From an optimization exercise on the open Yosys and OpenROAD flow, aimed at small area and few clock cycles; shortcuts taken in it are not production practice. Only simulation tests tie the RTL to the original design; equivalence was not proved.

File: flow/config.mk
export PLATFORM = sky130hd
export DESIGN_NAME = QR_Engine
export DESIGN_NICKNAME = QR_Engine
export VERILOG_FILES = /design/flow/design.v
export SDC_FILE = /design/flow/constraint.sdc
export NUM_CORES = 4
export LEC_CHECK = 0
export CAP_MARGIN = 20
export CORE_MARGIN = 10
export CORE_UTILIZATION = 30
export PLACE_DENSITY = 0.45
export SLEW_MARGIN = 20
File: flow/constraint.sdc
create_clock -name core_clock -period 10.0 [get_ports {i_clk}]
set_input_delay 2.0000 -clock core_clock [delete_from_list [all_inputs] [get_ports {i_clk}]]
set_output_delay 2.0000 -clock core_clock [all_outputs]
set_load 0.01 [all_outputs]
File: flow/run.sh
#!/bin/bash
# synth_recipe.tcl (not shown) runs the flow's synth.tcl, then flattens the netlist and writes it again
# the make line also repeats each setting of config.mk as NAME=value (left out here)
make -C /OpenROAD-flow-scripts/flow DESIGN_CONFIG=/design/flow/config.mk WORK_HOME=/design/flow/orfs CLKGATE_MAP_FILE= SYNTH_SCRIPT=/design/flow/synth_recipe.tcl finish
File: flow/design.v
module cordic_pass (
    input              clk,
    input      [11:0]  i_x,
    input      [11:0]  i_y,
    input              i_vec,
    input      [6:0]   i_dir,
    output reg [11:0]  o_x,
    output reg [11:0]  o_y,
    output reg [6:0]   o_dir
);
    wire        c0 = i_vec ? i_x[11] : i_dir[6];
    wire [11:0] x0 = (i_x ^ {12{c0}}) + {11'd0, c0};
    wire [11:0] y0 = (i_y ^ {12{c0}}) + {11'd0, c0};
    wire        d0 = i_vec ? y0[11] : i_dir[0];
    wire [11:0] x1 = x0 + (y0 ^ {12{d0}}) + {11'd0, d0};
    wire [11:0] y1 = y0 + (x0 ^ {12{~d0}}) + {11'd0, ~d0};
    wire        d1 = i_vec ? y1[11] : i_dir[1];
    wire [11:0] y1s = {y1[11], y1[11:1]};
    wire [11:0] x1s = {x1[11], x1[11:1]};
    wire [11:0] x2 = x1 + (y1s ^ {12{d1}}) + {11'd0, d1};
    wire [11:0] y2 = y1 + (x1s ^ {12{~d1}}) + {11'd0, ~d1};
    wire        d2 = i_vec ? y2[11] : i_dir[2];
    wire [11:0] y2s = {{2{y2[11]}}, y2[11:2]};
    wire [11:0] x2s = {{2{x2[11]}}, x2[11:2]};
    wire [11:0] x3 = x2 + (y2s ^ {12{d2}}) + {11'd0, d2};
    wire [11:0] y3 = y2 + (x2s ^ {12{~d2}}) + {11'd0, ~d2};
    reg  [11:0] m_x, m_y;
    reg         m_vec;
    reg  [2:0]  m_rdir;    
    reg  [3:0]  m_dir;     
    always @(posedge clk) begin
        m_x    <= x3;
        m_y    <= y3;
        m_vec  <= i_vec;
        m_rdir <= i_dir[5:3];
        m_dir  <= {c0, d2, d1, d0};
    end
    wire        d3 = m_vec ? m_y[11] : m_rdir[0];
    wire [11:0] y3s = {{3{m_y[11]}}, m_y[11:3]};
    wire [11:0] x3s = {{3{m_x[11]}}, m_x[11:3]};
    wire [11:0] x4 = m_x + (y3s ^ {12{d3}}) + {11'd0, d3};
    wire [11:0] y4 = m_y + (x3s ^ {12{~d3}}) + {11'd0, ~d3};
    wire        d4 = m_vec ? y4[11] : m_rdir[1];
    wire [11:0] y4s = {{4{y4[11]}}, y4[11:4]};
    wire [11:0] x4s = {{4{x4[11]}}, x4[11:4]};
    wire [11:0] x5 = x4 + (y4s ^ {12{d4}}) + {11'd0, d4};
    wire [11:0] y5 = y4 + (x4s ^ {12{~d4}}) + {11'd0, ~d4};
    wire        d5 = m_vec ? y5[11] : m_rdir[2];
    wire [11:0] y5s = {{5{y5[11]}}, y5[11:5]};
    wire [11:0] x5s = {{5{x5[11]}}, x5[11:5]};
    wire [11:0] x6 = x5 + (y5s ^ {12{d5}}) + {11'd0, d5};
    wire [11:0] y6 = y5 + (x5s ^ {12{~d5}}) + {11'd0, ~d5};
    wire [11:0] kx = {x6[11], x6[11:1]} + {{3{x6[11]}}, x6[11:3]};
    wire [11:0] ky = {y6[11], y6[11:1]} + {{3{y6[11]}}, y6[11:3]};
    always @(posedge clk) begin
        o_x   <= kx;
        o_y   <= ky;
        o_dir <= {m_dir[3], d5, d4, d3, m_dir[2:0]};
    end
endmodule
module pe_core #(
    parameter VPOS = 0
) (
    input             clk,
    input             rst,
    input      [1:0]  slot_n,   
    input             cv,       
    input      [2:0]  ck,
    input             pv,       
    input      [2:0]  pk,
    input      [11:0] xr, xi,   
    input      [11:0] yr, yi,   
    input             ovr,      
    input      [11:0] ovx, ovy,
    input             ovvec,
    input      [6:0]  ovdir,
    output reg [11:0] hxr, hyr, hyi,
    output reg        hvec,
    output     [11:0] uox, uoy,
    output     [6:0]  udir
);
    reg [3:0] sh;
    always @(posedge clk or posedge rst) begin
        if (rst) sh <= 4'b1000;
        else     sh <= 4'b0001 << slot_n;
    end
    wire cvec = cv & (ck == VPOS);
    wire pvec = pv & (pk == VPOS);
    reg [6:0]  t0x, t0y, t1;
    reg [11:0] h1xx, h1xy, h1yy;
    wire [11:0] ix = ({12{sh[0]}} & (ovr ? ovx : xr)) | ({12{sh[1]}} & yr)
                   | ({12{sh[2]}} & h1xy) | ({12{sh[3]}} & h1xx);
    wire [11:0] iy = ({12{sh[0]}} & (ovr ? ovy : xi)) | ({12{sh[1]}} & yi)
                   | ({12{sh[2]}} & h1yy) | ({12{sh[3]}} & uox);
    wire        ivec = (sh[0] & (ovr ? ovvec : cvec)) | ((sh[1] | sh[3]) & cvec);
    wire [6:0]  idir = ({7{sh[0]}} & (ovr ? ovdir : t0x)) | ({7{sh[1]}} & t0y)
                     | ({7{sh[2] | sh[3]}} & t1);
    cordic_pass u (.clk(clk), .i_x(ix), .i_y(iy), .i_vec(ivec), .i_dir(idir),
                   .o_x(uox), .o_y(uoy), .o_dir(udir));
    always @(posedge clk) begin
        h1xx <= uox;    
        hyi  <= uoy;    
    end
    always @(posedge clk) begin
        case (1'b1)
            sh[2]: begin
                h1xy <= uoy;
                if (cvec) t0x <= udir;
            end
            sh[3]: begin
                h1yy <= uoy;
                if (cvec) t0y <= udir;
            end
            sh[1]: begin
                hxr  <= uox;
                hyr  <= uoy;
                hvec <= pvec;
                if (pvec) t1 <= udir;
            end
            default: ;
        endcase
    end
endmodule
module QR_Engine (
    i_clk,
    i_rst,
    i_trig,
    i_data,
    o_rd_vld,
    o_last_data,
    o_y_hat,
    o_r
);
    input          i_clk;
    input          i_rst;
    input          i_trig;
    input  [ 47:0] i_data;
    output         o_rd_vld;
    output         o_last_data;
    output [159:0] o_y_hat;
    output [319:0] o_r;
    localparam [7:0] TAIL = 8'h96;
    localparam NT = 11;
    integer i;
    reg  [1:0] slot;
    reg  [4:0] wcnt;         
    reg        ld;
    reg        vld;
    reg        tv [0:NT-1];  
    reg  [2:0] tk [0:NT-1];
    wire busy  = tv[0] & (tk[0] != 3'd4);
    wire start = i_trig & (wcnt == 5'd4);
    reg  inflight;
    always @(*) begin
        inflight = 1'b0;
        for (i = 0; i < NT; i = i + 1) inflight = inflight | tv[i];
    end
    wire idle = ~inflight & ~i_trig;
    wire [1:0] slot_n = idle ? 2'd3 : slot + 2'd1;
    always @(posedge i_clk or posedge i_rst) begin
        if (i_rst) begin
            slot <= 2'd3;
            wcnt <= 5'd0;
            ld   <= 1'b0;
            vld  <= 1'b0;
            for (i = 0; i < NT; i = i + 1) begin
                tv[i] <= 1'b0;
                tk[i] <= 3'd0;
            end
        end else begin
            slot <= slot_n;
            ld   <= ~i_trig & (idle | (slot == 2'd1));
            if (i_trig) begin
                wcnt <= (wcnt == 5'd19) ? 5'd0 : wcnt + 5'd1;
            end else begin
                wcnt <= 5'd0;
            end
            if (slot == 2'd3) begin
                tv[0] <= busy | start;
                tk[0] <= busy ? tk[0] + 3'd1 : 3'd0;
                for (i = 1; i < NT; i = i + 1) begin
                    tv[i] <= tv[i-1];
                    tk[i] <= tk[i-1];
                end
            end
            vld <= (slot == 2'd1) & tv[10] & (tk[10] == 3'd4);
        end
    end
    assign o_last_data = ld;
    assign o_rd_vld    = vld;
    reg [15:0] dl [1:19];
    always @(posedge i_clk) begin
        dl[1] <= {i_data[47:40], i_data[23:16]};
        for (i = 2; i < 20; i = i + 1) dl[i] <= dl[i-1];
    end
    function [11:0] ext;
        input [7:0] b;
        ext = {{2{b[7]}}, b, 2'b01};
    endfunction
    function [15:0] tap;
        input [2:0]  k;
        input [15:0] a0, a1, a2, a3, a4;
        case (k)
            3'd0: tap = a0;
            3'd1: tap = a1;
            3'd2: tap = a2;
            3'd3: tap = a3;
            default: tap = a4;
        endcase
    endfunction
    wire [15:0] row0 = tap(tk[0], dl[5], dl[8],  dl[11], dl[14], dl[17]);
    wire [15:0] row1 = tap(tk[0], dl[1], dl[4],  dl[7],  dl[10], dl[13]);
    wire [15:0] row2 = tap(tk[2], dl[4], dl[7],  dl[10], dl[13], dl[16]);
    wire [15:0] row3 = tap(tk[4], dl[7], dl[10], dl[13], dl[16], dl[19]);
    wire [11:0] p0_hxr, p0_hyr, p0_hyi, p0_ox, p0_oy;
    wire [11:0] p1_hxr, p1_hyr, p1_hyi, p1_ox, p1_oy;
    wire [11:0] p2_hxr, p2_hyr, p2_hyi, p2_ox, p2_oy;
    wire [11:0] p3_hxr, p3_hyr, p3_hyi, p3_ox, p3_oy;
    wire [11:0] p4_hxr, p4_hyr, p4_hyi, p4_ox, p4_oy;
    wire [11:0] p5_hxr, p5_hyr, p5_hyi, p5_ox, p5_oy;
    wire        p0_hv, p1_hv, p2_hv, p3_hv, p4_hv, p5_hv;
    wire [6:0]  p0_d, p1_d, p2_d, p3_d, p4_d, p5_d;
    wire [11:0] p0_xi = p0_hv ? p0_hyr : p0_ox;
    wire [11:0] p1_xi = p1_hv ? p1_hyr : p1_ox;
    wire [11:0] p2_xi = p2_hv ? p2_hyr : p2_ox;
    wire [11:0] p3_xi = p3_hv ? p3_hyr : p3_ox;
    wire [11:0] p4_xi = p4_hv ? p4_hyr : p4_ox;
    wire [11:0] p5_xi = p5_hv ? p5_hyr : p5_ox;
    wire [11:0] p0_yi = p0_hv ? p0_hyr : p0_hyi;
    wire [11:0] p1_yi = p1_hv ? p1_hyr : p1_hyi;
    wire [11:0] p2_yi = p2_hv ? p2_hyr : p2_hyi;
    wire [11:0] p3_yi = p3_hv ? p3_hyr : p3_hyi;
    wire [11:0] p4_yi = p4_hv ? p4_hyr : p4_hyi;
    reg [23:0] du0a, du0b, du1a, du1b;
    always @(posedge i_clk) begin
        if (slot == 2'd1) begin
            du0a <= {p0_yi, p0_hyr};
            du0b <= du0a;
            du1a <= {p3_yi, p3_hyr};
            du1b <= du1a;
        end
    end
    wire       ru_on  = tv[10] & ((tk[10] == 3'd3) | (tk[10] == 3'd4));
    wire       ru_vec = tv[10] & (tk[10] == 3'd3);
    reg  [6:0] t_ru;
    pe_core #(.VPOS(0)) pe0 (.clk(i_clk), .rst(i_rst), .slot_n(slot_n), .cv(tv[0]), .ck(tk[0]), .pv(tv[1]), .pk(tk[1]),
        .xr(ext(row0[7:0])), .xi(ext(row0[15:8])), .yr(ext(row1[7:0])), .yi(ext(row1[15:8])),
        .ovr(1'b0), .ovx(12'd0), .ovy(12'd0), .ovvec(1'b0), .ovdir(7'd0),
        .hxr(p0_hxr), .hyr(p0_hyr), .hyi(p0_hyi), .hvec(p0_hv), .uox(p0_ox), .uoy(p0_oy), .udir(p0_d));
    pe_core #(.VPOS(0)) pe1 (.clk(i_clk), .rst(i_rst), .slot_n(slot_n), .cv(tv[2]), .ck(tk[2]), .pv(tv[3]), .pk(tk[3]),
        .xr(p0_hxr), .xi(p0_xi), .yr(ext(row2[7:0])), .yi(ext(row2[15:8])),
        .ovr(1'b0), .ovx(12'd0), .ovy(12'd0), .ovvec(1'b0), .ovdir(7'd0),
        .hxr(p1_hxr), .hyr(p1_hyr), .hyi(p1_hyi), .hvec(p1_hv), .uox(p1_ox), .uoy(p1_oy), .udir(p1_d));
    pe_core #(.VPOS(0)) pe2 (.clk(i_clk), .rst(i_rst), .slot_n(slot_n), .cv(tv[4]), .ck(tk[4]), .pv(tv[5]), .pk(tk[5]),
        .xr(p1_hxr), .xi(p1_xi), .yr(ext(row3[7:0])), .yi(ext(row3[15:8])),
        .ovr(1'b0), .ovx(12'd0), .ovy(12'd0), .ovvec(1'b0), .ovdir(7'd0),
        .hxr(p2_hxr), .hyr(p2_hyr), .hyi(p2_hyi), .hvec(p2_hv), .uox(p2_ox), .uoy(p2_oy), .udir(p2_d));
    pe_core #(.VPOS(1)) pe3 (.clk(i_clk), .rst(i_rst), .slot_n(slot_n), .cv(tv[4]), .ck(tk[4]), .pv(tv[5]), .pk(tk[5]),
        .xr(du0b[11:0]), .xi(du0b[23:12]), .yr(p1_hyr), .yi(p1_yi),
        .ovr(1'b0), .ovx(12'd0), .ovy(12'd0), .ovvec(1'b0), .ovdir(7'd0),
        .hxr(p3_hxr), .hyr(p3_hyr), .hyi(p3_hyi), .hvec(p3_hv), .uox(p3_ox), .uoy(p3_oy), .udir(p3_d));
    pe_core #(.VPOS(1)) pe4 (.clk(i_clk), .rst(i_rst), .slot_n(slot_n), .cv(tv[6]), .ck(tk[6]), .pv(tv[7]), .pk(tk[7]),
        .xr(p3_hxr), .xi(p3_xi), .yr(p2_hyr), .yi(p2_yi),
        .ovr(1'b0), .ovx(12'd0), .ovy(12'd0), .ovvec(1'b0), .ovdir(7'd0),
        .hxr(p4_hxr), .hyr(p4_hyr), .hyi(p4_hyi), .hvec(p4_hv), .uox(p4_ox), .uoy(p4_oy), .udir(p4_d));
    pe_core #(.VPOS(2)) pe5 (.clk(i_clk), .rst(i_rst), .slot_n(slot_n), .cv(tv[8]), .ck(tk[8]), .pv(tv[9]), .pk(tk[9]),
        .xr(du1b[11:0]), .xi(du1b[23:12]), .yr(p4_hyr), .yi(p4_yi),
        .ovr(ru_on), .ovx(p5_hyr), .ovy(p5_oy), .ovvec(ru_vec), .ovdir(t_ru),
        .hxr(p5_hxr), .hyr(p5_hyr), .hyi(p5_hyi), .hvec(p5_hv), .uox(p5_ox), .uoy(p5_oy), .udir(p5_d));
    reg [11:0] s_r11, s_r22;
    reg [23:0] s_r12, s_r13, s_r14;
    reg [11:0] f_r11, f_r22, f_r33, f_r44;
    reg [23:0] f_r12, f_r13, f_r14, f_r23, f_r24, f_r34;
    reg [23:0] f_y1, f_y2, f_y3;
    always @(posedge i_clk) begin
        if (slot == 2'd0) begin
            if (tv[6]) begin
                case (tk[6])
                    3'd0: s_r11 <= p2_hxr;
                    3'd1: s_r12 <= {p2_xi, p2_hxr};
                    3'd2: s_r13 <= {p2_xi, p2_hxr};
                    3'd3: s_r14 <= {p2_xi, p2_hxr};
                    3'd4: f_y1  <= {p2_xi, p2_hxr};
                    default: ;
                endcase
            end
            if (tv[8]) begin
                case (tk[8])
                    3'd1: s_r22 <= p4_hxr;
                    3'd2: f_r23 <= {p4_xi, p4_hxr};
                    3'd3: f_r24 <= {p4_xi, p4_hxr};
                    3'd4: f_y2  <= {p4_xi, p4_hxr};
                    default: ;
                endcase
            end
            if (tv[10]) begin
                case (tk[10])
                    3'd0: begin
                        f_r11 <= s_r11;
                        f_r12 <= s_r12;
                        f_r13 <= s_r13;
                        f_r14 <= s_r14;
                        f_r22 <= s_r22;
                    end
                    3'd2: f_r33 <= p5_hxr;
                    3'd3: f_r34 <= {p5_xi, p5_hxr};
                    3'd4: f_y3  <= {p5_xi, p5_hxr};
                    default: ;
                endcase
            end
        end
        if (slot == 2'd2 && ru_vec) begin
            t_ru  <= p5_d;
            f_r44 <= p5_ox;
        end
    end
    function [39:0] cpx;
        input [23:0] v;
        cpx = {v[23:12], TAIL, v[11:0], TAIL};
    endfunction
    assign o_r = {f_r44, TAIL, cpx(f_r34), cpx(f_r24), cpx(f_r14), f_r33, TAIL,
                  cpx(f_r23), cpx(f_r13), f_r22, TAIL, cpx(f_r12), f_r11, TAIL};
    assign o_y_hat = {p5_oy, TAIL, p5_ox, TAIL, cpx(f_y3), cpx(f_y2), cpx(f_y1)};
endmodule
==> impl_results.md, run 1 <==
- Site Rows: 216
- Worst slew pin tran: 1.17 ns
- Synth Area in Simple Gates: 0.0848
- Dpl ws: -0.365 ns
- RR Endpoint: pe0.u.m_x[10]
- Layout cells sized above 1: 0.136
- Met1 Use GR: 0.219
- Starting Density: 0.301
- Layout area overhead: 19.7%
- Seq cells post-synth: 1,754
- Gr usage total: 0.171
- Max-cap violations: 0
- Root Driver: clkbuf_16
- Most used routing layer: met2
- CP Max Fanout: 8
- Number of flip-flops in the largest register: 304
- Arr. time, crit path: 10.34 ns
- Max Clk Rate: 0.104 GHz
- Die width: 609 µm
- Final worst path period share: 0.960
- CP endpoint: pe0.u.m_x[10]
- Congestion Overflow GR: 0
- Drt initial violations: 5,312
- Num CTS Buffers: 195
- Number of synthesized flops with an enable pin: 883
- Fillers: 34,152
- Slowest cell on crit path: or4_4
- Synth area leader: edfxtp_1
- Register-to-register setup slack: 0.40 ns
- Area contributors post-synth: edfxtp_1, dfxtp_1, ha_1
- Ys Warns: 11
- Synth top area share: 0.255
- DPL Wire Length: 266 mm
- Mean post-synth cell area: 10.6 µm²
- Placed cells: 15,003
- Skew final: 0.0780 ns
- WL final: 335 mm
- Top Ports: 533
- Largest net degree at the start of global routing: 94
- Min Hold Slack: 0.302 ns
- Reg2reg start: tk[0][0]
- Crit end category: flop
- Vias/cell: 4.91
- Final Max Tran Viols: 0
- Grt met2 use: 0.305
- Initial antenna violation count: 15
- Nets@finish: 11,703
- Sequential Area: 0.0443 mm²
- Outcome: no timing/DRC/antenna violations
- Startpoint Class: flop
- Synth Area in Compound Gates: 0.151
- Largest family of logic cells by synthesized area: compound AO/OA/AOI/OAI gates
- Placer Congestion: 0.858
- Setup violation total in the final timing report: 0
- Die area: 0.370 mm²
- Post-Synth XOR/XNOR Area: 0.140
- Crit path launch: tk[0][0]
- Register area share after synthesis: 0.426
- Non-filler instance count after layout: 15,440
- Biggest regs: dl x304, tk x33
- Detailed-router iteration count before antenna repair: 7
- Core box area: 0.346 mm²
- Min Tclk post-route: 9.60 ns
- Clk buf depth: 4
- First-pass GRT wire length: 491 mm
- Most frequent cell on the critical path: a21oi_2
- CTS Sinks: 1,754
- Clock latency (worst-skew pair): 0.90 ns
- Final hold violations: 0
- Setup WS post-layout: 0.404 ns
- Met3 Use GR: 0.0183
- Via Count: 75,736
- Mapped Cells: 9,769
- Final Util: 0.360
- Number of global-route vias before repair: 76,549
- Crit Path Category: flop to flop
- Clk pin slew, worst setup/hold paths: 0.07 ns
- Bufs and invs on worst path: 9
- Max stage delay on crit path: 0.52 ns
- Input/output buffers: 308
- Post-Synth Adder-Cell Area: 0.122
- Synthesized cell area: 0.104 mm²
- Critical path required time: 10.74 ns
- Htree depth: 4
- Post-route DRC violation count: 0
- Hold Path Origin: dl[3][9]
- Post-route ant nets: 0
- Primary FF master, synth: edfxtp_1
- Post-synthesis async set-or-reset flop share: 0.0325
- CP delay by family, top: compound AO/OA/AOI/OAI gates
- CTS tree: yes
- Mux cell area share after synthesis: 0.0305
- Worst r2r path cells: 50
- Post-synth cell types: 131
- WHS Path Cells: 0
- Multi-input logic area: 0.0569 mm²
- Die Y-Extent: 609 µm
- Worst hold-check path type: flop to flop
- Slew Limit Headroom: 0.218
- Avg WL per Cell: 21.7 µm
- Cell count along the critical path: 50
- Unrepaired setup endpoints after global routing: true
- Most flop-heavy register: dl
-- Yosys cell counts, drive strengths merged, types with 32 or more instances --
cell type and instances:
a21o 264, clkbuf 113, and3 77, a211oi 51, dfrtp 54, or3 59, nand2 407, a222oi 125
ha 873, fa 84, edfxtp 883, xor2 467, o21ai 424, nand4 38, a22oi 99, nand2b 131
a31oi 45, mux2 122, buf 325, xnor2 1177, dfxtp 814, nand3 135, a21oi 644, a221oi 45
mux2i 120, inv 604, o21a 67, or2 35, nor3 145, o211ai 32, nor2 487, and2 45
o21bai 208, nor2b 99
-- through the flow --
step / area (µm²) / TNS, ns
2_1_floorplan: 105000 / -0.0382
3_3_place_gp: 116000 / -0.690
3_5_place_dp: 116000 / -1.03
4_1_cts: 123000 / 0
5_1_grt: 124000 / -0.553
6_report: 124000 / 0
-- timing repair --
| action | CTS | global route |
|---|---|---|
| hold buffers | 0 | 0 |
| pin swaps | 3 | 92 |
| setup buffers | 6 | 65 |
| gates cloned | 0 | 3 |
| resized for setup | 13 | 249 |
| setup endpoints to repair | 13 | 109 |
-- per-layer routing --
layer | wire [µm] | up-vias
li1 | - | 36633
met1 | 147000 | 37069
met2 | 166000 | 1619
met3 | 13200 | 415
met4 | 9580 | 0
met5 | 0 | -
-- worst register-to-register path, delay by kind of cell (launching register included) --
family,cells,cell delay [ns]
xor+xnor,4,0.50
fa+ha+maj,5,1.21
buf+inv,9,1.20
simple gates,10,2.44
flops,1,0.44
compound gates,22,3.68
-- worst min-delay path by stage --
| stage | end | slack, ns |
|---|---|---|
| finish | dl[4][9] | 0.30 |
| global route | pe3.u.o_dir[0] | 0.31 |
| CTS | dl[4][9] | 0.30 |
| floorplan | dl[10][0] | 0.31 |
| detailed placement | dl[10][1] | 0.31 |
| global placement | dl[13][15] | 0.31 |
-- final cells by class --
type / instances / share of cell area
multi-input combinational: 7157 / 0.457
sequential: 1754 / 0.356
timing repair buffer: 977 / 0.0699
tap: 4578 / 0.0460
clock buffer: 253 / 0.0434
inverter: 610 / 0.0186
clock inverter: 106 / 0.00894
antenna: 5 / 0.000101
-- logic make-up after synthesis --
group	count (synthesis)
other cells	2
flops	1754
fa+ha+maj	961
compound gates	2308
xor+xnor	1650
mux	268
buf+inv	1048
simple gates	1778
-- cells in the final DEF, fill, tap and decap left out, types with 74 or more instances in the layout --
cell / n
nor2b_1: 96
inv_1: 586
xnor2_1: 1154
buf_4: 608
a22oi_1: 97
edfxtp_1: 883
nor3_1: 137
xor2_1: 461
clkbuf_16: 205
mux2_2: 118
a222oi_1: 125
fa_1: 82
ha_1: 854
o21ai_0: 361
a21oi_1: 601
dfxtp_1: 811
o21bai_1: 206
a21o_1: 263
clkdlybuf4s50_1: 308
and3_1: 74
nor2_1: 480
nand2b_1: 129
mux2i_1: 111
nand3_1: 134
conb_1: 192
nand2_1: 401
Testbench counts, summed over its fixed seeds: cycles 10,104.
==> run 2: changes to the inputs <==
--- a/flow/config.mk
+++ b/flow/config.mk
@@ -6,7 +6,7 @@
 export NUM_CORES = 4
 export LEC_CHECK = 0
 export CAP_MARGIN = 20
-export CORE_MARGIN = 10
-export CORE_UTILIZATION = 30
-export PLACE_DENSITY = 0.45
+export CORE_MARGIN = 4
+export CORE_UTILIZATION = 50
+export PLACE_DENSITY = 0.62
 export SLEW_MARGIN = 20
==> run 2 against run 1 <==
  * First-iteration DRC count is 15% higher
  * Register-to-register slack about the same
  * Sequential share of layout area up 1.3 points
  * Maximum frequency shrank 0.13%
  * Largest cell class unchanged
==> impl_results.md, run 2 <==
- Mux cell area share after synthesis: 0.0305 (unchanged)
- Ys Warns: 11 (unchanged)
- Outcome: no timing/DRC/antenna violations
- Arr. time, crit path: 10.33 ns (about the same)
- Number of synthesized flops with an enable pin: 883 (unchanged)
- Synth Area in Compound Gates: 0.151 (unchanged)
- Gr usage total: 0.261 (+0.0901)
- Area contributors post-synth: edfxtp_1, dfxtp_1, ha_1
- Skew final: 0.0746 ns (-0.00335 ns)
- Initial antenna violation count: 17 (+2)
- Worst hold-check path type: flop to flop
- Starting Density: 0.503 (+0.202)
- Root Driver: clkbuf_16
- Avg WL per Cell: 22.0 µm (+1.4%)
- Synthesized cell area: 0.104 mm² (unchanged)
- Layout cells sized above 1: 0.117 (-0.0188)
- Seq cells post-synth: 1,754 (unchanged)
- Metal3 WL: 16.3 mm (+24%)
- Max Clk Rate: 0.104 GHz (-0.13%)
- Layout area overhead: 15.5%
- Max stage delay on crit path: 0.55 ns (+0.03 ns)
- DR top layer: met5
- Input/output buffers: 308 (unchanged)
- Setup violation total in the final timing report: 0 (unchanged)
- Crit end category: flop
- Htree depth: 4 (unchanged)
- Site Rows: 167 (-23%)
- Post-synth cell types: 131 (unchanged)
- Register area share after synthesis: 0.426 (unchanged)
- CP Max Fanout: 8 (unchanged)
- Biggest regs: dl x304, tk x33
- Most frequent cells in the layout: xnor2_1, edfxtp_1, ha_1, dfxtp_1, a21oi_1
- Post-synth top cells: xnor2_1, edfxtp_1, ha_1
- Critical path required time: 10.72 ns (-0.02 ns)
- Congestion Overflow GR: 0 (unchanged)
- Vias/cell: 5.64 (+15%)
- Min Tclk post-route: 9.61 ns (+0.0125 ns)
- First-pass GRT wire length: 437 mm (-11%)
- CTS tree: yes
- Most flop-heavy register: dl
- Final hold violations: 0 (unchanged)
- Max-cap violations: 0 (unchanged)
- Synth Area in Simple Gates: 0.0848 (unchanged)
- Mapped Cells: 9,769 (unchanged)
- Die area: 0.215 mm² (-42%)
- Detailed-router iteration count before antenna repair: 9 (+2)
- Crit Path Category: flop to flop
- Routed length on met2: 146 mm (-12%)
- Clock latency (worst-skew pair): 0.85 ns (-0.05 ns)
- DPL Wire Length: 229 mm (-14%)
- Synth area leader: edfxtp_1
- Via Count: 75,217 (-0.69%)
- Dpl ws: -0.310 ns (+0.0556 ns)
- Post-Synth Adder-Cell Area: 0.122 (unchanged)
- Mean post-synth cell area: 10.6 µm² (unchanged)
- Startpoint Class: flop
- Number of flip-flops in the largest register: 304 (unchanged)
- Setup WS post-layout: 0.391 ns (-0.0125 ns)
- Largest net degree at the start of global routing: 98 (+4.3%)
- Primary FF master, synth: edfxtp_1
- WL final: 294 mm (-12%)
- Metal-1 WL: 123 mm (-16%)
- Synth top area share: 0.255 (unchanged)
- Post-DP Area: 0.112 mm² (-3.5%)
- Slowest cell on crit path: or4_4
- Placer Congestion: 0.918 (+7.1%)
- Number of global-route vias before repair: 73,659 (-3.8%)
- Post-synthesis async set-or-reset flop share: 0.0325 (unchanged)
- Nets@finish: 11,488 (-1.8%)
- CTS Sinks: 1,754 (unchanged)
- Die Y-Extent: 464 µm (-24%)
- Post-route ant nets: 0 (unchanged)
- Final Cell Area: 0.120 mm² (-3.5%)
- Die width: 464 µm (-24%)
- Clk pin slew, worst setup/hold paths: 0.07 ns (about the same)
- Hold buffers post-CTS: 0 (unchanged)
- Slew Limit Headroom: 0.249 (+0.0306)
- Drt initial violations: 6,124 (+15%)
- Final Max Tran Viols: 0 (unchanged)
- Worst slew pin tran: 1.11 ns (-0.0534 ns)
- Post-route DRC violation count: 0 (unchanged)
- Setup_tns: 0 ns (unchanged)
- Top Ports: 533 (unchanged)
- Final worst path period share: 0.961 (+0.00125)
- Num CTS Buffers: 181 (-7.2%)
- Count leader, synth: xnor2_1
- Core box area: 0.207 mm² (-40%)
- Most common cell after layout, fill and taps aside: xnor2_1
- Largest family of logic cells by synthesized area: compound AO/OA/AOI/OAI gates
- Clk buf depth: 3 (-1)
- Post-Synth XOR/XNOR Area: 0.140 (unchanged)
-- run 2: cell types whose count changed in the layout (fill, tap and decap cells not counted), moves of 5 or more --
cell	previous run	this run
buf_12	33	22
buf_4	608	423
clkbuf_8	15	20
clkbuf_16	205	189
a21oi_1	601	607
a21oi_2	39	32
-- run 2: worst paths after layout --
path / from / to / slack, ns / cells after the start
worst max-delay path: tk[0][1] / pe0.u.m_x[10] / 0.39 / 50
worst min-delay path: pe2.u.m_dir[1] / pe2.u.o_dir[1] / 0.28 / 0
worst max register to register: tk[0][1] / pe0.u.m_x[10] / 0.39 / 50
worst min register to register: pe2.u.m_dir[1] / pe2.u.o_dir[1] / 0.28 / 0
max in group asynchronous: i_rst / pe4.sh[1] / 7.69 / 3
min in group asynchronous: i_rst / wcnt[2] / 1.68 / 3
-- run 2: cell families after synthesis --
| family | Yosys count |
|---|---|
| compound gates | 2308 |
| xor+xnor | 1650 |
| fa+ha+maj | 961 |
| buf+inv | 1048 |
| flops | 1754 |
| mux | 268 |
| other cells | 2 |
| simple gates | 1778 |
-- run 2: metal layers --
metal  up-vias  track usage
li1      36201            -
met1     36498        0.337
met2      2081        0.457
met3       435       0.0321
met4         2       0.0815
met5         -            0
-- run 2: final cells by class --
type / count / area, µm²
inverters: 610 / 2310
fillers: 17434 / 86800
flip-flops and latches: 1754 / 44300
clock inverters: 103 / 1240
clock buffers: 237 / 5020
repair buffers: 776 / 7050
multi-input cells: 7157 / 56700
diodes: 7 / 17.5
well taps: 2704 / 3380
-- run 2: worst max-delay path, delay by kind of cell, from the launching register on --
family	cells	cell delay (ns)
buffers and inverters	9	1.19
adder cells (fa/ha/maj)	5	1.30
flip-flops	1	0.43
AO/OA/AOI/OAI	22	3.43
AND/OR/NAND/NOR	10	2.61
XOR/XNOR	4	0.50
-- run 2: metrics by stage --
| step | util | cells | hold slack (ns) |
|---|---|---|---|
| 6_report | 0.580 | 13348 | 0.277 |
| 3_3_place_gp | 0.542 | 12907 | 0.309 |
| 4_1_cts | 0.572 | 13253 | 0.270 |
| 5_1_grt | 0.580 | 13343 | 0.277 |
| 2_1_floorplan | - | 9959 | 0.310 |
| 3_5_place_dp | 0.542 | 12907 | 0.312 |
-- run 2: what timing repair did --
item | CTS | global route
gates resized for setup | 9 | 203
endpoints found under the setup margin | 17 | 108
gates cloned | 0 | 4
setup buffers | 6 | 84
pin swaps | 3 | 71
==> run 3: changes to the inputs <==
--- a/flow/config.mk
+++ b/flow/config.mk
@@ -8,5 +8,7 @@
 export CAP_MARGIN = 20
 export CORE_MARGIN = 4
 export CORE_UTILIZATION = 50
+export CTS_CLUSTER_DIAMETER = 100
+export CTS_CLUSTER_SIZE = 30
 export PLACE_DENSITY = 0.62
 export SLEW_MARGIN = 20
==> run 3 against run 2 <==
  * Still clean on timing, DRC and antenna
  * Routed wire length fell by 1.1%
  * Register-to-register slack worse by 0.098 ns
  * Maximum frequency decreased by 1.0%
  * Area after synthesis did not move
  * Final area down 3.1%
  * Sequential cell count unchanged
==> impl_results.md, run 3 <==
- Synth top area share: 0.255 (unchanged)
- Die Y-Extent: 464 µm (unchanged)
- Post-synth top cells: xnor2_1, edfxtp_1, ha_1
- Number of flip-flops in the largest register: 304 (unchanged)
- Site Rows: 167 (unchanged)
- Max-cap violations: 0 (unchanged)
- Htree depth: 3 (-1)
- Post-DP Area: 0.112 mm² (unchanged)
- Crit end category: flop
- Nets@finish: 11,379 (-0.95%)
- Mapped Cells: 9,769 (unchanged)
- First-pass GRT wire length: 432 mm (-1.1%)
- Critical path required time: 10.63 ns (-0.09 ns)
- Clk buf depth: 3 (unchanged)
- Mean post-synth cell area: 10.6 µm² (unchanged)
- Post-synth cell types: 131 (unchanged)
- Register area share after synthesis: 0.426 (unchanged)
- Slew Limit Headroom: 0.218 (-0.0305)
- CP Max Fanout: 25 (+17)
- Worst hold-check path type: flop to flop
- Bufs and invs on worst path: 6 (-3)
- Most flop-heavy register: dl
- Skew final: 0.0511 ns (-0.0235 ns)
- Seq cells post-synth: 1,754 (unchanged)
- Starting Density: 0.503 (unchanged)
- Startpoint Class: flop
- Slowest cell on crit path: a222oi_1
- Input/output buffers: 308 (unchanged)
- Crit Path Category: flop to flop
- Max Clk Rate: 0.103 GHz (-1.0%)
- Count leader, synth: xnor2_1
- Arr. time, crit path: 10.34 ns (about the same)
- Unrepaired setup endpoints after global routing: true
- DR top layer: met5
- WL final: 291 mm (-1.1%)
- Num CTS Buffers: 78 (-57%)
- Layout area overhead: 11.9%
- Clk pin slew, worst setup/hold paths: 0.11 ns (+0.04 ns)
- CTS tree: yes
- Worst r2r path cells: 44 (-12%)
- CP delay by family, top: compound AO/OA/AOI/OAI gates
- WHS Path Cells: 0 (unchanged)
- Final Cell Area: 0.116 mm² (-3.1%)
- Core box area: 0.207 mm² (unchanged)
- Largest net degree at the start of global routing: 98 (unchanged)
- Synth area leader: edfxtp_1
- Die area: 0.215 mm² (unchanged)
- Primary FF master, synth: edfxtp_1
- Post-synthesis async set-or-reset flop share: 0.0325 (unchanged)
- Final Util: 0.562 (-0.0180)
- Vias/cell: 5.66 (+0.36%)
- Routed length on met2: 144 mm (-1.1%)
- Drt initial violations: 6,445 (+5.2%)
- Metal-1 WL: 123 mm (-0.20%)
- CTS Sinks: 1,754 (unchanged)
- Synthesized cell area: 0.104 mm² (unchanged)
- Placer Congestion: 0.918 (unchanged)
- Most frequent cells in the layout: xnor2_1, edfxtp_1, ha_1, dfxtp_1, a21oi_1
- Post-route ant nets: 0 (unchanged)
- Final Max Tran Viols: 0 (unchanged)
- Clock latency (worst-skew pair): 0.76 ns (-0.09 ns)
- Most frequent cell on the critical path: ha_1
- Number of synthesized flops with an enable pin: 883 (unchanged)
- Final hold violations: 0 (unchanged)
- Max stage delay on crit path: 0.63 ns (+0.08 ns)
- Final worst path period share: 0.971 (+0.00978)
- Number of global-route vias before repair: 72,271 (-1.9%)
- Die width: 464 µm (unchanged)
- Metal3 WL: 15.1 mm (-7.6%)
- Most common cell after layout, fill and taps aside: xnor2_1
- Biggest regs: dl x304, tk x33
- Worst slew pin tran: 1.16 ns (+0.0453 ns)
- Outcome: no timing/DRC/antenna violations
- Avg WL per Cell: 22.1 µm (+0.51%)
- Root Driver: clkbuf_16
- Initial antenna violation count: 13 (-4)
- Area contributors post-synth: edfxtp_1, dfxtp_1, ha_1
- Setup violation total in the final timing report: 0 (unchanged)
- Top Ports: 533 (unchanged)
- Min Tclk post-route: 9.71 ns (+0.0978 ns)
- Post-route DRC violation count: 0 (unchanged)
- Cell count along the critical path: 44 (-12%)
- Via Count: 74,300 (-1.2%)
- Ys Warns: 11 (unchanged)
- Gr usage total: 0.258 (-0.00291)
- Detailed-router iteration count before antenna repair: 9 (unchanged)
- Layout cells sized above 1: 0.100 (-0.0167)
- DPL Wire Length: 229 mm (unchanged)
- Congestion Overflow GR: 0 (unchanged)
==> run 3: cell counts after synthesis <==
Identical to the previous run, type by type.
==> run 3: final timing paths <==
path / startpoint / endpoint / slack, ns
max: tk[0][0] / pe0.u.m_y[9] / 0.29
max in group asynchronous: i_rst / pe4.sh[0] / 7.63
min reg2reg: dl[6][13] / dl[7][13] / 0.32
min in group asynchronous: i_rst / wcnt[3] / 1.77
min: dl[6][13] / dl[7][13] / 0.32
max reg2reg: tk[0][0] / pe0.u.m_y[9] / 0.29
==> run 3: layout make-up <==
cell class                 instances  area [µm²]
clock inverter                    27         474
multi-input combinational       7157       56700
clock buffer                     112        2140
tap                             2704        3380
timing repair buffer             770        7010
antenna                            4        10.0
sequential                      1754       44300
inverter                         610        2310
fill                           17772       90600
==> run 3: cell families after synthesis <==
family / Yosys count / synth area share
other: 2 / 0.0000722
DFF: 1754 / 0.426
buffers and inverters: 1048 / 0.0467
muxes: 268 / 0.0305
xor gates and xnor gates: 1650 / 0.140
and+or+nand+nor: 1778 / 0.0848
adders and majority gates: 961 / 0.122
AOI/OAI and AO/OA: 2308 / 0.151
==> run 3: metrics by stage <==
| stage | hold WS [ns] | TNS (ns) | worst slack [ns] | instances |
|---|---|---|---|---|
| 3_3_place_gp | 0.309 | -0.592 | -0.237 | 12907 |
| 2_1_floorplan | 0.310 | -0.0382 | -0.0267 | 9959 |
| 3_5_place_dp | 0.312 | -0.787 | -0.310 | 12907 |
| 5_1_grt | 0.339 | -0.797 | -0.118 | 13136 |
| 4_1_cts | 0.327 | 0 | 0.00165 | 13048 |
| 6_report | 0.323 | 0 | 0.294 | 13138 |
==> run 3: timing repair <==
item | in CTS | in global routing
gates cloned | 0 | 3
hold buffers | 0 | 0
gates resized for setup | 8 | 186
pin swaps | 2 | 60
buffers inserted | 2 | 83
endpoints found under the setup margin | 15 | 109
==> run 3: routing by layer <==
layer	vias to the layer above	global-route usage
met2	1925	0.455
li1	35863	-
met1	36154	0.339
met5	-	0
met4	2	0.0683
met3	356	0.0265
==> run 4: changes to the inputs <==
--- a/flow/config.mk
+++ b/flow/config.mk
@@ -9,6 +9,6 @@
 export CORE_MARGIN = 4
 export CORE_UTILIZATION = 50
 export CTS_CLUSTER_DIAMETER = 100
-export CTS_CLUSTER_SIZE = 30
+export CTS_CLUSTER_SIZE = 22
 export PLACE_DENSITY = 0.62
 export SLEW_MARGIN = 20
==> run 4 against run 3 <==
  * First-iteration DRC count down 4.9%
  * Highest routed layer unchanged
  * Still clean on timing, DRC and antenna
  * Critical endpoint unchanged
  * Clock skew down 0.022 ns
  * Sequential cell count unchanged
==> impl_results.md, run 4 <==
- Outcome: no timing/DRC/antenna violations
- Drt initial violations: 6,129 (-4.9%)
- Final hold violations: 0 (unchanged)
- Clk pin slew, worst setup/hold paths: 0.09 ns (-0.02 ns)
- Nets@finish: 11,391 (+0.11%)
- Die area: 0.215 mm² (unchanged)
- Vias/cell: 5.66 (about the same)
- Primary FF master, synth: edfxtp_1
- Max stage delay on crit path: 0.64 ns (about the same)
- Fillers: 17,787 (+0.084%)
- Slew Limit Headroom: 0.231 (+0.0126)
- Area contributors post-synth: edfxtp_1, dfxtp_1, ha_1
- Site Rows: 167 (unchanged)
- Final worst path period share: 0.969 (-0.00197)
- Starting Density: 0.503 (unchanged)
- Slowest cell on crit path: a222oi_1
- CTS Sinks: 1,754 (unchanged)
- Layout area overhead: 12.1%
- Final Util: 0.563 (+0.00105)
- Mapped Cells: 9,769 (unchanged)
- Htree depth: 3 (unchanged)
- CP Max Fanout: 25 (unchanged)
- WL final: 291 mm (+0.19%)
- Top Ports: 533 (unchanged)
- Startpoint Class: flop
- Root Driver: clkbuf_16
- Final Max Tran Viols: 0 (unchanged)
- Most flop-heavy register: dl
- Post-route ant nets: 0 (unchanged)
- Biggest regs: dl x304, tk x33
- Placer Congestion: 0.918 (unchanged)
- Ys Warns: 11 (unchanged)
- Crit end category: flop
- Worst slew pin tran: 1.14 ns (-0.0187 ns)
- Largest net degree at the start of global routing: 98 (unchanged)
- Count leader, synth: xnor2_1
- First-pass GRT wire length: 433 mm (+0.22%)
- Worst hold-check path type: flop to flop
- Clk buf depth: 3 (unchanged)
- Unrepaired setup endpoints after global routing: true
- Min Tclk post-route: 9.69 ns (-0.0197 ns)
- Via Count: 74,468 (+0.23%)
- Gr usage total: 0.259 (+0.000549)
- Skew final: 0.0294 ns (-0.0217 ns)
- Clock latency (worst-skew pair): 0.77 ns (about the same)
- Synth top area share: 0.255 (unchanged)
- Register area share after synthesis: 0.426 (unchanged)
- Max-cap violations: 0 (unchanged)
- Most frequent cells in the layout: xnor2_1, edfxtp_1, ha_1, dfxtp_1, a21oi_1
- Post-synth cell types: 131 (unchanged)
- Input/output buffers: 308 (unchanged)
- Layout cells sized above 1: 0.0998 (-0.000460)
- Num CTS Buffers: 97 (+24%)
- DPL Wire Length: 229 mm (unchanged)
- Avg WL per Cell: 22.1 µm (about the same)
- Synthesized cell area: 0.104 mm² (unchanged)
- Seq cells post-synth: 1,754 (unchanged)
- Die Y-Extent: 464 µm (unchanged)
- Post-synthesis async set-or-reset flop share: 0.0325 (unchanged)
- Mean post-synth cell area: 10.6 µm² (unchanged)
- Most common cell after layout, fill and taps aside: xnor2_1
- Post-route DRC violation count: 0 (unchanged)
- Congestion Overflow GR: 0 (unchanged)
- Critical path required time: 10.64 ns (about the same)
- Post-synth top cells: xnor2_1, edfxtp_1, ha_1
- Synth area leader: edfxtp_1
- Detailed-router iteration count before antenna repair: 9 (unchanged)
- Die width: 464 µm (unchanged)
- CTS tree: yes
- Setup violation total in the final timing report: 0 (unchanged)
- Arr. time, crit path: 10.33 ns (about the same)
- Number of global-route vias before repair: 72,577 (+0.42%)
- Core box area: 0.207 mm² (unchanged)
- Max Clk Rate: 0.103 GHz (+0.20%)
- Number of synthesized flops with an enable pin: 883 (unchanged)
- Crit Path Category: flop to flop
- Most frequent cell on the critical path: ha_1
- Initial antenna violation count: 13 (unchanged)
- Number of flip-flops in the largest register: 304 (unchanged)
==> run 4: cell counts after synthesis <==
Identical to the previous run, type by type.
==> run 4: layer usage <==
metal	track usage	vias to the layer above	wire, µm
met4	0.0657	2	8340
met3	0.0281	386	14200
met5	0	-	13
met2	0.458	1897	144000
li1	-	35884	-
met1	0.338	36299	124000
==> run 4: repair_timing <==
item | CTS | global route
setup buffers | 2 | 78
hold buffers | 0 | 0
cloned | 0 | 2
resized for setup | 7 | 172
hold endpoints to repair | 0 | 0
endpoints found under the setup margin | 14 | 107
pin swaps | 2 | 56
==> run 4: cell families after synthesis <==
logic type                 synth area share
AOI/OAI and AO/OA                     0.151
and+or+nand+nor                      0.0848
muxes                                0.0305
buffers and inverters                0.0467
adders and majority gates             0.122
other                             0.0000722
DFF                                   0.426
xor gates and xnor gates              0.140
==> run 4: worst max-delay path, delay by kind of cell (launching register included) <==
kind                       cells  cell delay (ns)
AOI/OAI and AO/OA             15             3.22
and+or+nand+nor               13             2.78
adders and majority gates      5             1.36
buffers and inverters          6             0.95
xor gates and xnor gates       5             0.77
DFF                            1             0.46
==> run 4: layout make-up <==
type | instances | area (µm²) | share of cell area
clock buffers | 150 | 2650 | 0.0227
multi-input cells | 7157 | 56600 | 0.486
flip-flops and latches | 1754 | 44300 | 0.380
diodes | 4 | 10.0 | 0.0000859
clock inverters | 24 | 353 | 0.00303
inverters | 610 | 2310 | 0.0198
repair buffers | 763 | 6900 | 0.0592
well taps | 2704 | 3380 | 0.0290
==> run 4: worst paths after layout <==
check	from	to	slack, ns	depth (start not counted)
hold reg to reg	dl[15][1]	dl[16][1]	0.32	0
setup / recovery	tk[0][0]	pe0.u.m_y[9]	0.31	44
min in group asynchronous	i_rst	wcnt[2]	1.76	3
hold / removal	dl[15][1]	dl[16][1]	0.32	0
max in group asynchronous	i_rst	pe4.sh[1]	7.63	3
setup reg to reg	tk[0][0]	pe0.u.m_y[9]	0.31	44
==> run 4: stage by stage <==
step | setup TNS, ns | worst slack (ns) | hold WS (ns) | instance area, µm² | std cells
floorplan | -0.0382 | -0.0267 | 0.310 | 105000 | 9959
detailed placement | -0.787 | -0.310 | 0.312 | 112000 | 12907
CTS | 0 | 0.0161 | 0.328 | 115000 | 13083
global route | -0.798 | -0.129 | 0.330 | 117000 | 13164
finish | 0 | 0.313 | 0.325 | 117000 | 13166
global placement | -0.592 | -0.237 | 0.309 | 112000 | 12907
==> run 5: changes to the inputs <==
--- a/flow/design.v
+++ b/flow/design.v
@@ -64,10 +64,8 @@
     input             clk,
     input             rst,
     input      [1:0]  slot_n,   
-    input             cv,       
-    input      [2:0]  ck,
-    input             pv,       
-    input      [2:0]  pk,
+    input      [4:0]  cur,      
+    input      [4:0]  prv,      
     input      [11:0] xr, xi,   
     input      [11:0] yr, yi,   
     input             ovr,      
@@ -84,8 +82,8 @@
         if (rst) sh <= 4'b1000;
         else     sh <= 4'b0001 << slot_n;
     end
-    wire cvec = cv & (ck == VPOS);
-    wire pvec = pv & (pk == VPOS);
+    wire cvec = cur[VPOS];
+    wire pvec = prv[VPOS];
     reg [6:0]  t0x, t0y, t1;
     reg [11:0] h1xx, h1xy, h1yy;
     wire [11:0] ix = ({12{sh[0]}} & (ovr ? ovx : xr)) | ({12{sh[1]}} & yr)
@@ -146,14 +144,13 @@
     reg  [4:0] wcnt;         
     reg        ld;
     reg        vld;
-    reg        tv [0:NT-1];  
-    reg  [2:0] tk [0:NT-1];
-    wire busy  = tv[0] & (tk[0] != 3'd4);
+    reg  [4:0] to [0:NT-1];  
+    wire busy  = |to[0][3:0];
     wire start = i_trig & (wcnt == 5'd4);
     reg  inflight;
     always @(*) begin
         inflight = 1'b0;
-        for (i = 0; i < NT; i = i + 1) inflight = inflight | tv[i];
+        for (i = 0; i < NT; i = i + 1) inflight = inflight | (|to[i]);
     end
     wire idle = ~inflight & ~i_trig;
     wire [1:0] slot_n = idle ? 2'd3 : slot + 2'd1;
@@ -164,8 +161,7 @@
             ld   <= 1'b0;
             vld  <= 1'b0;
             for (i = 0; i < NT; i = i + 1) begin
-                tv[i] <= 1'b0;
-                tk[i] <= 3'd0;
+                to[i] <= 5'd0;
             end
         end else begin
             slot <= slot_n;
@@ -176,14 +172,12 @@
                 wcnt <= 5'd0;
             end
             if (slot == 2'd3) begin
-                tv[0] <= busy | start;
-                tk[0] <= busy ? tk[0] + 3'd1 : 3'd0;
+                to[0] <= busy ? {to[0][3:0], 1'b0} : {4'd0, start};
                 for (i = 1; i < NT; i = i + 1) begin
-                    tv[i] <= tv[i-1];
-                    tk[i] <= tk[i-1];
+                    to[i] <= to[i-1];
                 end
             end
-            vld <= (slot == 2'd1) & tv[10] & (tk[10] == 3'd4);
+            vld <= (slot == 2'd1) & to[10][4];
         end
     end
     assign o_last_data = ld;
@@ -198,20 +192,15 @@
         ext = {{2{b[7]}}, b, 2'b01};
     endfunction
     function [15:0] tap;
-        input [2:0]  k;
+        input [4:0]  k;
         input [15:0] a0, a1, a2, a3, a4;
-        case (k)
-            3'd0: tap = a0;
-            3'd1: tap = a1;
-            3'd2: tap = a2;
-            3'd3: tap = a3;
-            default: tap = a4;
-        endcase
+        tap = ({16{k[0]}} & a0) | ({16{k[1]}} & a1) | ({16{k[2]}} & a2)
+            | ({16{k[3]}} & a3) | ({16{k[4]}} & a4);
     endfunction
-    wire [15:0] row0 = tap(tk[0], dl[5], dl[8],  dl[11], dl[14], dl[17]);
-    wire [15:0] row1 = tap(tk[0], dl[1], dl[4],  dl[7],  dl[10], dl[13]);
-    wire [15:0] row2 = tap(tk[2], dl[4], dl[7],  dl[10], dl[13], dl[16]);
-    wire [15:0] row3 = tap(tk[4], dl[7], dl[10], dl[13], dl[16], dl[19]);
+    wire [15:0] row0 = tap(to[0], dl[5], dl[8],  dl[11], dl[14], dl[17]);
+    wire [15:0] row1 = tap(to[0], dl[1], dl[4],  dl[7],  dl[10], dl[13]);
+    wire [15:0] row2 = tap(to[2], dl[4], dl[7],  dl[10], dl[13], dl[16]);
+    wire [15:0] row3 = tap(to[4], dl[7], dl[10], dl[13], dl[16], dl[19]);
     wire [11:0] p0_hxr, p0_hyr, p0_hyi, p0_ox, p0_oy;
     wire [11:0] p1_hxr, p1_hyr, p1_hyi, p1_ox, p1_oy;
     wire [11:0] p2_hxr, p2_hyr, p2_hyi, p2_ox, p2_oy;
@@ -240,30 +229,30 @@
             du1b <= du1a;
         end
     end
-    wire       ru_on  = tv[10] & ((tk[10] == 3'd3) | (tk[10] == 3'd4));
-    wire       ru_vec = tv[10] & (tk[10] == 3'd3);
+    wire       ru_on  = to[10][3] | to[10][4];
+    wire       ru_vec = to[10][3];
     reg  [6:0] t_ru;
-    pe_core #(.VPOS(0)) pe0 (.clk(i_clk), .rst(i_rst), .slot_n(slot_n), .cv(tv[0]), .ck(tk[0]), .pv(tv[1]), .pk(tk[1]),
+    pe_core #(.VPOS(0)) pe0 (.clk(i_clk), .rst(i_rst), .slot_n(slot_n), .cur(to[0]), .prv(to[1]),
         .xr(ext(row0[7:0])), .xi(ext(row0[15:8])), .yr(ext(row1[7:0])), .yi(ext(row1[15:8])),
         .ovr(1'b0), .ovx(12'd0), .ovy(12'd0), .ovvec(1'b0), .ovdir(7'd0),
         .hxr(p0_hxr), .hyr(p0_hyr), .hyi(p0_hyi), .hvec(p0_hv), .uox(p0_ox), .uoy(p0_oy), .udir(p0_d));
-    pe_core #(.VPOS(0)) pe1 (.clk(i_clk), .rst(i_rst), .slot_n(slot_n), .cv(tv[2]), .ck(tk[2]), .pv(tv[3]), .pk(tk[3]),
+    pe_core #(.VPOS(0)) pe1 (.clk(i_clk), .rst(i_rst), .slot_n(slot_n), .cur(to[2]), .prv(to[3]),
         .xr(p0_hxr), .xi(p0_xi), .yr(ext(row2[7:0])), .yi(ext(row2[15:8])),
         .ovr(1'b0), .ovx(12'd0), .ovy(12'd0), .ovvec(1'b0), .ovdir(7'd0),
         .hxr(p1_hxr), .hyr(p1_hyr), .hyi(p1_hyi), .hvec(p1_hv), .uox(p1_ox), .uoy(p1_oy), .udir(p1_d));
-    pe_core #(.VPOS(0)) pe2 (.clk(i_clk), .rst(i_rst), .slot_n(slot_n), .cv(tv[4]), .ck(tk[4]), .pv(tv[5]), .pk(tk[5]),
+    pe_core #(.VPOS(0)) pe2 (.clk(i_clk), .rst(i_rst), .slot_n(slot_n), .cur(to[4]), .prv(to[5]),
         .xr(p1_hxr), .xi(p1_xi), .yr(ext(row3[7:0])), .yi(ext(row3[15:8])),
         .ovr(1'b0), .ovx(12'd0), .ovy(12'd0), .ovvec(1'b0), .ovdir(7'd0),
         .hxr(p2_hxr), .hyr(p2_hyr), .hyi(p2_hyi), .hvec(p2_hv), .uox(p2_ox), .uoy(p2_oy), .udir(p2_d));
-    pe_core #(.VPOS(1)) pe3 (.clk(i_clk), .rst(i_rst), .slot_n(slot_n), .cv(tv[4]), .ck(tk[4]), .pv(tv[5]), .pk(tk[5]),
+    pe_core #(.VPOS(1)) pe3 (.clk(i_clk), .rst(i_rst), .slot_n(slot_n), .cur(to[4]), .prv(to[5]),
         .xr(du0b[11:0]), .xi(du0b[23:12]), .yr(p1_hyr), .yi(p1_yi),
         .ovr(1'b0), .ovx(12'd0), .ovy(12'd0), .ovvec(1'b0), .ovdir(7'd0),
         .hxr(p3_hxr), .hyr(p3_hyr), .hyi(p3_hyi), .hvec(p3_hv), .uox(p3_ox), .uoy(p3_oy), .udir(p3_d));
-    pe_core #(.VPOS(1)) pe4 (.clk(i_clk), .rst(i_rst), .slot_n(slot_n), .cv(tv[6]), .ck(tk[6]), .pv(tv[7]), .pk(tk[7]),
+    pe_core #(.VPOS(1)) pe4 (.clk(i_clk), .rst(i_rst), .slot_n(slot_n), .cur(to[6]), .prv(to[7]),
         .xr(p3_hxr), .xi(p3_xi), .yr(p2_hyr), .yi(p2_yi),
         .ovr(1'b0), .ovx(12'd0), .ovy(12'd0), .ovvec(1'b0), .ovdir(7'd0),
         .hxr(p4_hxr), .hyr(p4_hyr), .hyi(p4_hyi), .hvec(p4_hv), .uox(p4_ox), .uoy(p4_oy), .udir(p4_d));
-    pe_core #(.VPOS(2)) pe5 (.clk(i_clk), .rst(i_rst), .slot_n(slot_n), .cv(tv[8]), .ck(tk[8]), .pv(tv[9]), .pk(tk[9]),
+    pe_core #(.VPOS(2)) pe5 (.clk(i_clk), .rst(i_rst), .slot_n(slot_n), .cur(to[8]), .prv(to[9]),
         .xr(du1b[11:0]), .xi(du1b[23:12]), .yr(p4_hyr), .yi(p4_yi),
         .ovr(ru_on), .ovx(p5_hyr), .ovy(p5_oy), .ovvec(ru_vec), .ovdir(t_ru),
         .hxr(p5_hxr), .hyr(p5_hyr), .hyi(p5_hyi), .hvec(p5_hv), .uox(p5_ox), .uoy(p5_oy), .udir(p5_d));
@@ -274,40 +263,25 @@
     reg [23:0] f_y1, f_y2, f_y3;
     always @(posedge i_clk) begin
         if (slot == 2'd0) begin
-            if (tv[6]) begin
-                case (tk[6])
-                    3'd0: s_r11 <= p2_hxr;
-                    3'd1: s_r12 <= {p2_xi, p2_hxr};
-                    3'd2: s_r13 <= {p2_xi, p2_hxr};
-                    3'd3: s_r14 <= {p2_xi, p2_hxr};
-                    3'd4: f_y1  <= {p2_xi, p2_hxr};
-                    default: ;
-                endcase
-            end
-            if (tv[8]) begin
-                case (tk[8])
-                    3'd1: s_r22 <= p4_hxr;
-                    3'd2: f_r23 <= {p4_xi, p4_hxr};
-                    3'd3: f_r24 <= {p4_xi, p4_hxr};
-                    3'd4: f_y2  <= {p4_xi, p4_hxr};
-                    default: ;
-                endcase
-            end
-            if (tv[10]) begin
-                case (tk[10])
-                    3'd0: begin
-                        f_r11 <= s_r11;
-                        f_r12 <= s_r12;
-                        f_r13 <= s_r13;
-                        f_r14 <= s_r14;
-                        f_r22 <= s_r22;
-                    end
-                    3'd2: f_r33 <= p5_hxr;
-                    3'd3: f_r34 <= {p5_xi, p5_hxr};
-                    3'd4: f_y3  <= {p5_xi, p5_hxr};
-                    default: ;
-                endcase
-            end
+            if (to[6][0]) s_r11 <= p2_hxr;
+            if (to[6][1]) s_r12 <= {p2_xi, p2_hxr};
+            if (to[6][2]) s_r13 <= {p2_xi, p2_hxr};
+            if (to[6][3]) s_r14 <= {p2_xi, p2_hxr};
+            if (to[6][4]) f_y1  <= {p2_xi, p2_hxr};
+            if (to[8][1]) s_r22 <= p4_hxr;
+            if (to[8][2]) f_r23 <= {p4_xi, p4_hxr};
+            if (to[8][3]) f_r24 <= {p4_xi, p4_hxr};
+            if (to[8][4]) f_y2  <= {p4_xi, p4_hxr};
+            if (to[10][0]) begin
+                f_r11 <= s_r11;
+                f_r12 <= s_r12;
+                f_r13 <= s_r13;
+                f_r14 <= s_r14;
+                f_r22 <= s_r22;
+            end
+            if (to[10][2]) f_r33 <= p5_hxr;
+            if (to[10][3]) f_r34 <= {p5_xi, p5_hxr};
+            if (to[10][4]) f_y3  <= {p5_xi, p5_hxr};
         end
         if (slot == 2'd2 && ru_vec) begin
             t_ru  <= p5_d;
==> run 5 against run 4 <==
  * Maximum frequency down 0.14%
  * Still clean
  * Count of clock-buffer cells in the layout up 12
  * Sequential share of layout area up 0.40 points
  * Largest cell class unchanged
==> impl_results.md, run 5 <==
- CTS Sinks: 1,765 (+0.63%)
- Post-route ant nets: 0 (unchanged)
- Setup WS post-layout: 0.300 ns (-0.0138 ns)
- WL final: 284 mm (-2.4%)
- Post-synth cell types: 120 (-8.4%)
- Max Clk Rate: 0.103 GHz (-0.14%)
- Register area share after synthesis: 0.431 (+0.00550)
- Outcome: no timing/DRC/antenna violations
- Via Count: 74,140 (-0.44%)
- Final Max Tran Viols: 0 (unchanged)
- DPL Wire Length: 223 mm (-2.9%)
- Setup violation total in the final timing report: 0 (unchanged)
- Num CTS Buffers: 99 (+2.1%)
- Post-route DRC violation count: 0 (unchanged)
- Most frequent cells in the layout: xnor2_1, edfxtp_1, ha_1, dfxtp_1, a21oi_1
- Clock latency (worst-skew pair): 0.78 ns (about the same)
- Final worst path period share: 0.970 (+0.00138)
- Worst r2r path cells: 46 (+4.5%)
- Die Y-Extent: 462 µm (-0.33%)
- Top Ports: 533 (unchanged)
- Initial antenna violation count: 12 (-1)
- Gr usage total: 0.252 (-0.00655)
- Starting Density: 0.504 (+0.00121)
- WHS Path Cells: 0 (unchanged)
- Drt initial violations: 6,267 (+2.3%)
- Post-synthesis async set-or-reset flop share: 0.0385 (+0.00603)
- Root Driver: clkbuf_16
- Most flop-heavy register: dl
- First-pass GRT wire length: 425 mm (-1.9%)
- Non-filler instance count after layout: 13,077 (-0.68%)
- Hold buffers post-CTS: 0 (unchanged)
- Placed cells: 12,766 (-1.1%)
- Slowest cell on crit path: dfrtp_4
- Post-DP Area: 0.111 mm² (-0.82%)
- Critical path required time: 10.63 ns (about the same)
- Clk buf depth: 3 (unchanged)
- Most common cell after layout, fill and taps aside: xnor2_1
- Unrepaired setup endpoints after global routing: true
- Site Rows: 166 (-0.60%)
- Min Tclk post-route: 9.70 ns (+0.0138 ns)
- Synthesized cell area: 0.103 mm² (-0.66%)
- Htree depth: 3 (unchanged)
- Core box area: 0.205 mm² (-0.90%)
- Nets@finish: 11,301 (-0.79%)
- Die area: 0.214 mm² (-0.65%)
- CTS tree: yes
- Arr. time, crit path: 10.33 ns (about the same)
- RR Endpoint: pe1.u.m_x[11]
- Area contributors post-synth: edfxtp_1, dfxtp_1, ha_1
- Vias/cell: 5.67 (+0.24%)
- Crit end category: flop
- Dpl ws: -0.0798 ns (+0.230 ns)
- End of the worst hold path: dl[16][2]
- Layout area overhead: 12.3%
- Avg WL per Cell: 21.7 µm (-1.7%)
- Crit Path Category: flop to flop
- Largest net degree at the start of global routing: 85 (-13%)
- Skew final: 0.0536 ns (+0.0242 ns)
- Clk pin slew, worst setup/hold paths: 0.10 ns (about the same)
- Number of synthesized flops with an enable pin: 883 (unchanged)
- Max stage delay on crit path: 0.56 ns (-0.08 ns)
- Number of global-route vias before repair: 71,835 (-1.0%)
- Layout cells sized above 1: 0.0984 (-0.00141)
- Detailed-router iteration count before antenna repair: 9 (unchanged)
- Worst slew pin tran: 1.09 ns (-0.0557 ns)
- Primary FF master, synth: edfxtp_1
- Max-cap violations: 0 (unchanged)
- Congestion Overflow GR: 0 (unchanged)
- Worst hold-check path type: flop to flop
- Count leader, synth: xnor2_1
- Hold Path Origin: dl[15][2]
- Startpoint Class: flop
- Final Cell Area: 0.116 mm² (-0.44%)
- Ys Warns: 9 (-2)
- Synth area leader: edfxtp_1
- CP Max Fanout: 24 (-4.0%)
- Final hold violations: 0 (unchanged)
- Slew Limit Headroom: 0.276 (+0.0452)
- Die width: 462 µm (-0.33%)
- Mapped Cells: 9,688 (-0.83%)
- Register-to-register setup slack: 0.30 ns (about the same)
- Biggest regs: dl x304, to x55
- Post-synth top cells: xnor2_1, edfxtp_1, ha_1
- Synth top area share: 0.257 (+0.00170)
- Seq cells post-synth: 1,765 (+0.63%)
- Placer Congestion: 0.912 (-0.74%)
- Mean post-synth cell area: 10.7 µm² (+0.17%)
- Reg2reg start: pe4.sh[2]
- Number of flip-flops in the largest register: 304 (unchanged)
- Input/output buffers: 308 (unchanged)
[run 5: worst max path at each step]
stage	startpoint	endpoint	depth (start not counted)
floorplan	pe4.sh[2]	pe5.u.m_x[11]	54
global placement	pe4.sh[0]	pe1.u.m_x[10]	48
detailed placement	pe4.sh[1]	pe0.u.m_y[11]	50
CTS	pe4.sh[1]	pe1.u.m_x[10]	49
global route	pe4.sh[1]	pe0.u.m_y[11]	54
finish	pe4.sh[2]	pe1.u.m_x[11]	46
[run 5: logic make-up after synthesis]
group,share of synthesized area
fa+ha+maj,0.121
simple gates,0.0826
compound gates,0.154
other cells,0.0000727
buf+inv,0.0447
flops,0.431
xor+xnor,0.139
mux,0.0270
[run 5: what timing repair did]
item / 4_1_cts / 5_1_grt
setup endpoints to repair: 6 / 104
buffers inserted: 10 / 106
resized for setup: 6 / 172
pin swaps: 0 / 73
gates cloned: 0 / 3
[run 5: through the flow]
step / util / setup TNS (ns) / hold slack, ns
floorplan: - / -0.795 / 0.310
global route: 0.566 / -0.933 / 0.319
global placement: 0.542 / -0.0392 / 0.310
detailed placement: 0.542 / -0.248 / 0.312
CTS: 0.558 / 0 / 0.306
finish: 0.566 / 0 / 0.307
[run 5: layer usage]
layer	global-route usage	vias up	part of all wire
met5	0	-	0.000046
met2	0.434	2158	0.48
met1	0.332	35893	0.43
met3	0.0314	365	0.058
met4	0.0781	2	0.032
li1	-	35722	-
[run 5: worst max-delay path, delay by kind of cell, from the launching register on]
family                     cells  cell delay, ns
adders and majority gates      3            0.79
DFF                            1            0.56
buffers and inverters          8            1.25
and+or+nand+nor               11            1.96
AOI/OAI and AO/OA             17            4.03
xor gates and xnor gates       7            0.94
[run 5: cell type report]
type | instances | area (µm²)
antenna | 5 | 12.5
clock buffer | 162 | 2770
clock inverter | 25 | 384
fill | 17539 | 89000
inverter | 565 | 2160
multi-input combinational | 7110 | 56000
sequential | 1765 | 44500
tap | 2688 | 3360
timing repair buffer | 757 | 6780
Testbench counts of run 5, summed over its fixed seeds: cycles 10,104.

-- separate check: timing with driven ports --
How much do the figures lean on ideal ports? The routed layouts below were timed once more, with nothing changed but the port constraints.
Step 1, drivers: a clkbuf_16 drives i_clk and a buf_2 each remaining input, both assumed.
Step 2, shift: input delay + t, output delay - t, t = (earliest + latest rising clock arrival at the registers) / 2. This alone moves slack from input paths to output paths.
Three values: no drivers, after step 1, after step 2; two values: the first two.
| run | t, ns | setup slack, ns | worst register clock-pin slew, ns | cell pins on the clock port's net |
|---|---|---|---|---|
| run 1 | 0.968 | 0.404 / 0.404 / 0.404 | 0.07 / 0.07 | 1 |
| run 2 | 0.902 | 0.391 / 0.391 / 0.391 | 0.07 / 0.07 | 1 |
| run 3 | 0.820 | 0.294 / 0.294 / 0.294 | 0.12 / 0.12 | 1 |
| run 4 | 0.841 | 0.313 / 0.313 / 0.313 | 0.10 / 0.10 | 1 |
| run 5 | 0.846 | 0.300 / 0.300 / 0.300 | 0.10 / 0.10 | 1 |
After both steps every run listed still meets setup and hold.
